From an optimization exercise on the open Yosys and OpenROAD flow, aimed at small area; shortcuts taken in it are not production practice. Only simulation tests tie the RTL to the original design; equivalence was not proved. Power is estimated from default activity; no workload was simulated.

$ cat flow/standard.sh
#!/bin/bash
# synth_recipe.tcl (not shown) runs the flow's synth.tcl, then flattens the netlist and writes it again
# the make line also repeats each setting of config.mk as NAME=value (left out here)
make -C /OpenROAD-flow-scripts/flow DESIGN_CONFIG=/design/flow/config.mk WORK_HOME=/design/flow/orfs CLKGATE_MAP_FILE= SYNTH_SCRIPT=/design/flow/synth_recipe.tcl "${@:-finish}"
$ cat flow/config.mk
export PLATFORM = sky130hd
export DESIGN_NAME = binaryDisplay
export DESIGN_NICKNAME = binaryDisplay
export VERILOG_FILES = /design/flow/design.v
export SDC_FILE = /design/flow/constraint.sdc
export NUM_CORES = 4
export LEC_CHECK = 0
export ABC_AREA = 1
export ABC_CLOCK_PERIOD_IN_PS = 50000
export CAP_MARGIN = 20
export CORE_MARGIN = 2
export CORE_UTILIZATION = 20
export CTS_BUF_LIST = sky130_fd_sc_hd__clkbuf_4
export SLEW_MARGIN = 20
$ cat flow/flow/area.abc
strash
dc2
balance
rewrite
refactor
balance
rewrite
rewrite -z
balance
refactor -z
rewrite -z
balance
dc2
&get -n
&deepsyn -T 240
&put
dc2
dch
amap
topo
$ cat flow/constraint.sdc
create_clock -name core_clock -period 50.0 [get_ports {clk}]
set_input_delay 10.0000 -clock core_clock [delete_from_list [all_inputs] [get_ports {clk}]]
set_output_delay 10.0000 -clock core_clock [all_outputs]
set_load 0.01 [all_outputs]
$ cat flow/flow/run.sh
#!/bin/bash
# Own layout flow: the standard ORFS flow, with two synthesis changes and
# smaller port buffers.
#  - synthesis is ORFS's synth.tcl (through synth_recipe.tcl, so the registers,
#    their names and cells are the standard synthesis's), but the final ABC
#    mapping uses flow/area.abc (area-oriented restructuring and mapping,
#    no gate upsizing), and the full-adder extraction is off;
#  - the ports are buffered with sky130_fd_sc_hd__buf_1.
set -euo pipefail
W=$PWD
sed "s#\$::env(SCRIPTS_DIR)/synth.tcl#$W/my_synth.tcl#" synth_recipe.tcl > my_synth_recipe.tcl
awk -v s="$W/flow/area.abc" '{print} /synth_preamble.tcl/ {print "set abc_args [lreplace $abc_args 1 1 " s "]"}' \
    "$FLOW_HOME/scripts/synth.tcl" > my_synth.tcl
grep -q "lreplace \$abc_args 1 1" my_synth.tcl
bash standard.sh SYNTH_SCRIPT=$W/my_synth_recipe.tcl ADDER_MAP_FILE= \
    "BUFFER_PORTS_ARGS=-buffer_cell sky130_fd_sc_hd__buf_1" finish > standard.log 2>&1
$ cat flow/design.v
module prescaler(
        input wire clk,
        input wire rst,
        output wire clk_out
    );
    reg [4:0] sr;
    wire fb = sr[4] ? ~sr[2] : (sr[2] & ~sr[3]);
    assign clk_out = ~|sr[3:0];
    always @(posedge clk, posedge rst) begin
        if (rst)
            sr <= 5'b10001;
        else
            sr <= {sr[3:0], fb};
    end
endmodule
module binaryDisplay(
        input [12:0] SW,
        input wire clk,
        input reset,
        output [6:0] segmentDisplay,
        output [3:0] an,
        output dp
    );
    wire en;
    prescaler PRESCALER (.clk(clk), .rst(reset), .clk_out(en));
    reg [1:0] sel;
    reg on;
    reg [3:0] digit;
    wire [3:0] nd;
    bcd_digit EXT (.SW(SW), .sel(sel), .d(nd));
    always @(posedge clk, posedge reset) begin
        if (reset) begin
            sel <= 2'd3;
            on <= 1'b0;
        end else if (en) begin
            sel <= sel + 2'd1;
            if (sel == 2'd0)
                on <= 1'b1;
        end
    end
    always @(posedge clk) begin
        if (en)
            digit <= nd;
    end
    assign dp = on;
    assign an = {on & (sel != 2'd0), on & (sel != 2'd3),
                 on & (sel != 2'd2), on & (sel != 2'd1)};
    assign segmentDisplay[0] = on & ((digit == 4'd1) | (digit == 4'd4) | (digit == 4'd12));
    assign segmentDisplay[1] = on & ((digit == 4'd5) | (digit == 4'd6) | (digit == 4'd13) | (digit == 4'd14));
    assign segmentDisplay[2] = on & ((digit == 4'd2) | (digit == 4'd10));
    assign segmentDisplay[3] = on & ((digit == 4'd1) | (digit == 4'd4) | (digit == 4'd7) | (digit == 4'd12) | (digit == 4'd15));
    assign segmentDisplay[4] = on & ((digit == 4'd1) | (digit == 4'd3) | (digit == 4'd4) | (digit == 4'd5) | (digit == 4'd7) | (digit == 4'd9) | (digit == 4'd11) | (digit == 4'd12) | (digit == 4'd13) | (digit == 4'd15));
    assign segmentDisplay[5] = on & ((digit == 4'd1) | (digit == 4'd2) | (digit == 4'd3) | (digit == 4'd7) | (digit == 4'd11) | (digit == 4'd15));
    assign segmentDisplay[6] = on & ((digit == 4'd0) | (digit == 4'd1) | (digit == 4'd7) | (digit == 4'd10) | (digit == 4'd11) | (digit == 4'd15));
endmodule
module bcd_digit(input wire [12:0] SW, input wire [1:0] sel, output wire [3:0] d);
  wire new_n20, new_n21, new_n22, new_n23, new_n24, new_n25, new_n26, new_n27, new_n28, new_n29, new_n30, new_n31, new_n32, new_n33, new_n34, new_n35, new_n36, new_n37, new_n38, new_n39, new_n40, new_n41, new_n42, new_n43, new_n44, new_n45, new_n46, new_n47, new_n48, new_n49, new_n50, new_n51, new_n52, new_n53, new_n54, new_n55, new_n56, new_n57, new_n58, new_n59, new_n60, new_n61, new_n62, new_n63, new_n64, new_n65, new_n66, new_n67, new_n68, new_n69, new_n70, new_n71, new_n72, new_n73, new_n74, new_n75, new_n76, new_n77, new_n78, new_n79, new_n80, new_n81, new_n82, new_n83, new_n84, new_n85, new_n86, new_n87, new_n88, new_n89, new_n90, new_n91, new_n92, new_n93, new_n94, new_n95, new_n96, new_n97, new_n98, new_n99, new_n100, new_n101, new_n102, new_n103, new_n104, new_n105, new_n106, new_n107, new_n108, new_n109, new_n110, new_n111, new_n112, new_n113, new_n114, new_n115, new_n116, new_n117, new_n118, new_n119, new_n120, new_n121, new_n122, new_n123, new_n124, new_n125, new_n126, new_n127, new_n128, new_n129, new_n130, new_n131, new_n132, new_n133, new_n134, new_n135, new_n136, new_n137, new_n138, new_n139, new_n140, new_n141, new_n142, new_n143, new_n144, new_n145, new_n146, new_n147, new_n148, new_n149, new_n150, new_n151, new_n152, new_n153, new_n154, new_n155, new_n156, new_n158, new_n159, new_n160, new_n162, new_n163, new_n164, new_n165, new_n167, new_n168;
  assign new_n20 = ~SW[5];
  assign new_n21 = ~SW[7];
  assign new_n22 = ~SW[11];
  assign new_n23 = ~sel[0];
  assign new_n24 = ~sel[1];
  assign new_n25 = ~SW[10]& ~SW[8]& ~SW[9];
  assign new_n26 = ~SW[11]| ~SW[12];
  assign new_n27 = ~new_n25 & ~new_n26;
  assign new_n28 = ~new_n27;
  assign new_n29 = ~SW[8]& ~new_n28;
  assign new_n30 = ~new_n29;
  assign new_n31 = ~new_n29 & (~SW[8]| ~new_n26);
  assign new_n32 = ~new_n31;
  assign new_n33 = ~SW[12]| (~new_n22 & ~new_n25);
  assign new_n34 = ~new_n26 & ~SW[8]& ~SW[9];
  assign new_n35 = (~SW[9]| ~new_n30) & (~SW[10]| ~new_n34);
  assign new_n36 = ~new_n35 | ~new_n21 | ~new_n31;
  assign new_n37 = ~new_n22 & ~new_n27;
  assign new_n38 = ~new_n34 & SW[10];
  assign new_n39 = ~new_n36 | ~new_n37 | ~new_n38;
  assign new_n40 = ~new_n33 | ~new_n39;
  assign new_n41 = ~new_n21 | ~new_n40;
  assign new_n42 = ~new_n41 | (~new_n21 & ~new_n40);
  assign new_n43 = ~SW[6]& ~new_n42;
  assign new_n44 = ~new_n31 | ~new_n43;
  assign new_n45 = ~new_n32 & ~new_n41;
  assign new_n46 = (~new_n35 & ~new_n45) | (~new_n33 & ~new_n36);
  assign new_n47 = ~new_n44 | ~new_n46;
  assign new_n48 = ~new_n33 & (~new_n21 | ~new_n31 | ~new_n35);
  assign new_n49 = ~new_n38 & ~new_n48;
  assign new_n50 = new_n38 & new_n48;
  assign new_n51 = ~new_n49 & ~new_n50;
  assign new_n52 = ~new_n39 | ~new_n51;
  assign new_n53 = ~new_n52;
  assign new_n54 = ~new_n47 & ~new_n52;
  assign new_n55 = ~new_n39 | (~new_n37 & ~new_n50);
  assign new_n56 = ~new_n54 & new_n55;
  assign new_n57 = ~SW[6]& ~new_n56;
  assign new_n58 = new_n57 | (SW[6]& new_n56);
  assign new_n59 = ~new_n47 & ~new_n55;
  assign new_n60 = (~new_n47 & ~new_n52) | (~new_n53 & ~new_n59);
  assign new_n61 = ~new_n58 & ~SW[5]& ~new_n42;
  assign new_n62 = ~new_n56 & (~new_n31 | ~new_n43);
  assign new_n63 = ~new_n44 & ~new_n55;
  assign new_n64 = ~new_n45 & ~new_n63 & (~new_n32 | ~new_n41);
  assign new_n65 = ~new_n64 & (~new_n43 | ~new_n62);
  assign new_n66 = ~new_n61 & new_n65;
  assign new_n67 = ~new_n66;
  assign new_n68 = ~new_n54 & ~new_n59;
  assign new_n69 = ~new_n68 | (~new_n46 & ~new_n62);
  assign new_n70 = ~new_n67 & ~new_n69;
  assign new_n71 = ~new_n60 | (~new_n67 & ~new_n69);
  assign new_n72 = ~new_n20 | ~new_n71;
  assign new_n73 = ~new_n58 & ~new_n72;
  assign new_n74 = ~new_n73 & (~new_n58 | ~new_n72);
  assign new_n75 = ~new_n72 | (~new_n20 & ~new_n71);
  assign new_n76 = ~new_n60 & ~new_n61;
  assign new_n77 = (~new_n60 & ~new_n67) | (~new_n66 & ~new_n69);
  assign new_n78 = ~new_n57 & ~new_n73;
  assign new_n79 = ~new_n42 & ~new_n78;
  assign new_n80 = ~new_n79 & (~new_n42 | ~new_n78);
  assign new_n81 = ~new_n58 & ~SW[4]& ~new_n75;
  assign new_n82 = ~new_n65 & ~new_n76;
  assign new_n83 = ~new_n70 & ~new_n82 & (~new_n65 | ~new_n76);
  assign new_n84 = new_n83 & ~new_n81 & ~new_n80;
  assign new_n85 = ~new_n77 & ~new_n84;
  assign new_n86 = ~new_n85 & ~SW[4]& ~new_n75;
  assign new_n87 = ~new_n74 & ~new_n86;
  assign new_n88 = ~new_n87 & (~new_n74 | ~new_n86);
  assign new_n89 = ~SW[4]& ~new_n85;
  assign new_n90 = ~new_n89 & (~SW[4]| ~new_n85);
  assign new_n91 = ~new_n90;
  assign new_n92 = ~new_n75 & ~SW[3]& ~new_n91;
  assign new_n93 = new_n81 | ~new_n77;
  assign new_n94 = ~new_n80 & ~new_n93;
  assign new_n95 = ~new_n94 & ~new_n84 & (~new_n80 | ~new_n93);
  assign new_n96 = new_n95 & ~new_n88 & ~new_n92;
  assign new_n97 = ~new_n83 & ~new_n94;
  assign new_n98 = ~new_n84 & ~new_n97;
  assign new_n99 = ~new_n96 & ~new_n98;
  assign new_n100 = ~SW[3]& ~new_n99;
  assign new_n101 = ~new_n100 & (~SW[3]| ~new_n99);
  assign new_n102 = SW[2]| ~new_n101;
  assign new_n103 = ~new_n88 & ~new_n92 & ~new_n84 & ~new_n97;
  assign new_n104 = ~new_n95 & ~new_n103;
  assign new_n105 = ~new_n96 & ~new_n104;
  assign new_n106 = ~new_n90 | ~new_n100;
  assign new_n107 = ~new_n106 | (~SW[4]& ~new_n85);
  assign new_n108 = ~new_n75 | ~new_n107;
  assign new_n109 = ~new_n108 | (~new_n75 & ~new_n107);
  assign new_n110 = new_n88 & (new_n84 | new_n97 | new_n92);
  assign new_n111 = ~new_n96 & ~new_n103 & ~new_n110;
  assign new_n112 = ~new_n111 | (~new_n91 & ~new_n102);
  assign new_n113 = ~new_n109 & ~new_n112;
  assign new_n114 = ~new_n105 & ~new_n113;
  assign new_n115 = ~new_n102 & ~new_n114;
  assign new_n116 = ~new_n106 | (~new_n90 & ~new_n100);
  assign new_n117 = new_n115 & new_n116;
  assign new_n118 = ~new_n115 & ~new_n116;
  assign new_n119 = (~sel[1]& ~new_n118 & ~new_n117) | (~new_n24 & ~new_n56);
  assign new_n120 = ~new_n119;
  assign new_n121 = ~SW[2]& ~new_n114;
  assign new_n122 = ~new_n101 & ~new_n121;
  assign new_n123 = (sel[1]| new_n115 | new_n122) & (new_n24 | new_n71);
  assign new_n124 = ~sel[1]& ~new_n113;
  assign new_n125 = ~new_n105 | (~new_n91 & ~new_n102);
  assign new_n126 = ~new_n109 & ~new_n125;
  assign new_n127 = ~new_n126 & (~new_n109 | ~new_n125);
  assign new_n128 = (sel[1]& new_n40) | (new_n124 & new_n127);
  assign new_n129 = ~new_n124 | (~new_n111 & ~new_n126);
  assign new_n130 = new_n129 & (new_n24 | new_n28);
  assign new_n131 = ~new_n130 & ~new_n119 & ~new_n128;
  assign new_n132 = new_n130 & (new_n119 | new_n123);
  assign new_n133 = ~new_n131 & (~new_n128 | ~new_n132);
  assign new_n134 = new_n130 | (~new_n119 & ~new_n128);
  assign new_n135 = ~new_n134 | (~new_n123 & ~new_n133);
  assign new_n136 = ~new_n120 | ~new_n135;
  assign new_n137 = ~new_n136 | (~new_n120 & ~new_n135);
  assign new_n138 = ~new_n137;
  assign new_n139 = ~new_n123 | ~new_n133;
  assign new_n140 = ~new_n139 | (~new_n123 & ~new_n133);
  assign new_n141 = ~new_n121 & (~SW[2]| ~new_n114);
  assign new_n142 = (~sel[1]| ~new_n85) & (~new_n24 | ~new_n141);
  assign new_n143 = ~new_n142;
  assign new_n144 = ~new_n140 & ~new_n142;
  assign new_n145 = ~new_n137 | ~new_n144;
  assign new_n146 = ~new_n132 & (~new_n120 | ~new_n135);
  assign new_n147 = ~new_n146 | (~new_n128 & ~new_n131);
  assign new_n148 = ~new_n145 | ~new_n147;
  assign new_n149 = ~SW[1]& ~sel[1];
  assign new_n150 = ~new_n149 & (~sel[1]| ~new_n99);
  assign new_n151 = ~new_n150;
  assign new_n152 = ~new_n143 & ~new_n151;
  assign new_n153 = ~new_n140 | (~new_n142 & ~new_n150) | (~new_n138 & ~new_n152);
  assign new_n154 = new_n153 & new_n145 & new_n147;
  assign new_n155 = ~new_n24 & ~new_n114;
  assign new_n156 = ~new_n155 & (~SW[0]| ~new_n24);
  assign d[0]= (~sel[0]& ~new_n156) | (~new_n23 & ~new_n154);
  assign new_n158 = ~new_n147 | (~new_n138 & ~new_n144);
  assign new_n159 = ~new_n151 & new_n154;
  assign new_n160 = ~new_n150 & ~new_n154;
  assign d[1]= (sel[0]| new_n159 | new_n160) & (new_n23 | new_n158);
  assign new_n162 = ~new_n158 & ~new_n160;
  assign new_n163 = ~new_n162 & (~new_n158 | ~new_n160);
  assign new_n164 = ~new_n143 & new_n163;
  assign new_n165 = ~new_n142 & ~new_n163;
  assign d[2]= (~sel[0]& ~new_n165 & ~new_n164) | (~new_n23 & ~new_n133);
  assign new_n167 = new_n23 & new_n153 & (new_n140 | new_n148);
  assign new_n168 = ~new_n167 | (~new_n162 & ~new_n164);
  assign d[3]= ~new_n168 | (~new_n23 & ~new_n134);
endmodule
==> run_results.csv <==
group,metric,value,unit
global_route,grt_pass1_vias,1174,
min_path,whs_path_depth,0,
drt,via_count,1315,
timing,rsz0062_at_grt,"false",
power_and_ir_drop,peakVddDrop,0.0149,mV
cts,numCtsBuffers,3,
worst_setup_path,cp_slowest_cell,"o311ai_0",
floorplanning,die_h,80.1,µm
global_route,grt_usage,8.99,%
worst_setup_path,endpoint_kind,"flip-flop",
synth,netlist_instances,186,
flow_run,drv_cap,0,
worst_setup_path,cpPeakStageDelay,0.57,ns
finish,seq_area,325,µm²
worst_setup_path,path_class,"in2reg",
placement,port_buffers,26,
finish,num_antenna_cells,0,
synth,synth_warnings,2,
power_and_ir_drop,swShare,49.1,%
synth,synth_area_leaders,"nor2_1, a21oi_1, edfxtp_1",
global_route,grt_max_degree,11,
synth,synth_common_cells,"nor2_1, a21oi_1, o21ai_0",
power_and_ir_drop,power_frac_comb,69.5,%
finish,multi_input_area,757,µm²
timing,worstMarginPinSlew,0.687,ns
timing,setup_viol,0,
power_and_ir_drop,static-leakage-power,0.000495,µW
worst_setup_path,cp_common_cell,"nor2_1",
global_route,grt_pass1_wl,4760,µm
synth,synthArstFlopShare,66.7,%
timing,period_share,36.5,%
synth,synth_ff_type,"edfxtp_1",
cts,insertion_delay,0.27,ns
synth,netlist_area,1160,µm²
timing,final.setup.tns,0,ns
floorplanning,chipWidth,80.1,µm
cts,cts_resized,0,
cts,cts-root-buf,"clkbuf_4",
cts,post-cts-setup-buffers,0,
outcome,outcome,"timing/DRC/antenna clean",
power_and_ir_drop,fin_total_pwr,68.0,µW
finish,fillers,648,
drt,drcViolationCount,0,
global_route,grt.overflow.total,0,
worst_setup_path,cp.required,50.02,ns
floorplanning,core_area,5540,µm²
min_path,whs_endpoint,"PRESCALER.sr[2]",
floorplanning,rows,27,
synth,ys_ff_latch,12,
synth,ys_seq_area_share,28.1,%
timing,fin_worst_skew,0.00568,ns
timing,finalMaxSlewViolations,0,
finish,final_core_util,25.0,%
floorplanning,start_util,20.9,%
worst_setup_path,critical_path_arrival,18.25,ns
floorplanning,die_area,6420,µm²
synth,post-synth-top-count-cell,"nor2_1",
min_path,min_path_type,"reg2reg",
drt,firstDrtPassIters,4,
synth,yosysTopAreaCell,"nor2_1",
drt,ant_nets,0,
synth,post-synth-top-area-fraction,13.6,%
global_route,antenna_found_initial,0,
drt,wl_per_cell,9.60,µm
floorplanning,io_pins,27,
power_and_ir_drop,seqPwrFrac,20.9,%
drt,drtIter0Drc,76,
finish,syn_to_final_growth,19.3,%
cts,htreeDepth,1,
cts,clk_pin_slew,0.07,ns
min_path,hp-start,"PRESCALER.sr[1]",
timing,final_hold_viol_count,0,
synth,synth_edf_count,4,
worst_setup_path,reg2reg_depth,11,
finish,nets,232,
worst_setup_path,rr_startpoint,"sel[1]",
worst_setup_path,rrSetupSlack,47.04,ns
placement,place.gp.congestion,0.798,
cts,cts_hold_buf,0,
power_and_ir_drop,p_int,34.6,µW
finish,drive_above_1_share,4.17,%
worst_setup_path,critPathMaxFanout,5,
synth,syn_nets,201,
timing,post-route-min-period,18.23,ns
synth,synth_area_per_cell,6.23,µm²
cts,cts_sinks,12,
power_and_ir_drop,power.density,49.2,nW/µm²
cts,cts.path.max_buffers,2,
cts,cts_tree,"yes",
drt,drt_wl_total,2770,µm
power_and_ir_drop,p_sw,33.3,µW
synth,synth.distinct_cells,30,
timing,max_freq,0.0548,GHz
power_and_ir_drop,pwr-share-clk,9.6,%
drt,vias_per_cell,4.57,
worst_setup_path,setup.worst_path.start_class,"input port",
timing,slew-limit-headroom,53.8,%
placement,dp_hpwl,2350,µm
worst_setup_path,r2r_end,"digit[3]",
==> cell usage in the layout, fill, tap and decap left out, drive strengths merged, types with 2 or more instances in the layout <==
| cell | Yosys | final |
|---|---|---|
| o22ai | 8 | 8 |
| clkbuf | 0 | 4 |
| dfstp | 4 | 4 |
| nor4 | 2 | 2 |
| nand2 | 20 | 20 |
| dfrtp | 4 | 4 |
| edfxtp | 4 | 4 |
| or2 | 2 | 2 |
| a21oi | 25 | 25 |
| nor2 | 42 | 42 |
| nor2b | 3 | 3 |
| clkinv | 22 | 22 |
| o21ai | 23 | 23 |
| nor3 | 9 | 9 |
| buf | 0 | 26 |
| and2 | 2 | 2 |
==> critical path, delay by kind of cell <==
| kind | cells | cell delay, ns |
|---|---|---|
| simple gates | 18 | 3.04 |
| compound gates | 22 | 4.75 |
| buf+inv | 4 | 0.43 |
==> final cells by class <==
cell class / instances / area share [%]
sequential: 12 / 23.5
multi-input combinational: 152 / 54.8
inverter: 22 / 5.97
tap: 72 / 6.52
clock buffer: 4 / 2.17
timing repair buffer: 26 / 7.06
==> registers in the layout, indices dropped and copies added (netlist names) <==
signal and cells:
PRESCALER.sr 5, digit 4, sel 2, on 1
==> power groups by stage <==
stage          Combinational, µW  Clock (µW)  Sequential, µW
6_report                    47.2        6.52            14.2
5_1_grt                     55.3        7.39            14.4
4_1_cts                     47.3        6.79            14.2
3_5_place_dp                47.1           0            14.4
3_3_place_gp                46.6           0            14.3
2_1_floorplan               37.9           0            14.1
==> stage by stage <==
step                setup WS [ns]  cell area (µm²)  hold WS [ns]  instances
global placement            31.63             1350         0.357        284
finish                      31.77             1380         0.398        288
floorplan                   32.91             1160         0.355        186
CTS                         31.75             1380         0.380        288
global route                30.27             1380         0.416        288
detailed placement          31.52             1350         0.366        284
==> per-layer routing <==
metal | up-vias | part of all wire [%] | track usage (%)
li1 | 716 | - | -
met3 | 2 | 1.4 | 1.01
met2 | 15 | 50 | 16.9
met1 | 582 | 48 | 10.6
met4 | 0 | 0.29 | 2.54
met5 | - | 0 | 0
==> worst max-delay path by stage <==
stage / start / end / slack [ns] / cells after the start
final: SW[8] / digit[3] / 31.77 / 44
after global routing: SW[9] / digit[3] / 30.27 / 48
after CTS: SW[8] / digit[3] / 31.75 / 44
after floorplan: SW[9] / digit[3] / 32.91 / 47
after global placement: SW[8] / digit[3] / 31.63 / 44
after detailed placement: SW[8] / digit[3] / 31.52 / 48
==> cells by family (layout without fill, tap and decap cells) <==
logic type      count (synthesis)  after routing  synth area share [%]
compound gates                 67             67                  32.8
xor+xnor                        1              1                 0.756
buf+inv                        22             52                  7.13
flops                          12             12                  28.1
simple gates                   84             84                  31.2

-- separate check: timing with driven ports --
In the flow no input, the clock included, has a driving cell. The finished layout below was timed again as built, in two steps. Step 1 sets driving cells, clkbuf_16 on the clock port and buf_2 on the other inputs (assumed; they add their load-dependent delay and slew). Step 2 moves the port delays by t, midway between the first and last clock arrival at a register: inputs arrive t later, outputs are due t later. That takes back most of the time a late clock gives input paths. a / b / c = ideal / step 1 / step 2; a / b = the first two.
t, ns: 0.280
setup WS [ns]: 31.767 / 31.764 / 31.484
latest minus earliest clock arrival (ns): 0.006 / 0.006
worst data-port slew with drivers (ns): 0.04
After both steps setup and hold are still met in this run. The setup slack of this run moves by -0.003 ns with the drivers and by -0.283 ns with both steps.
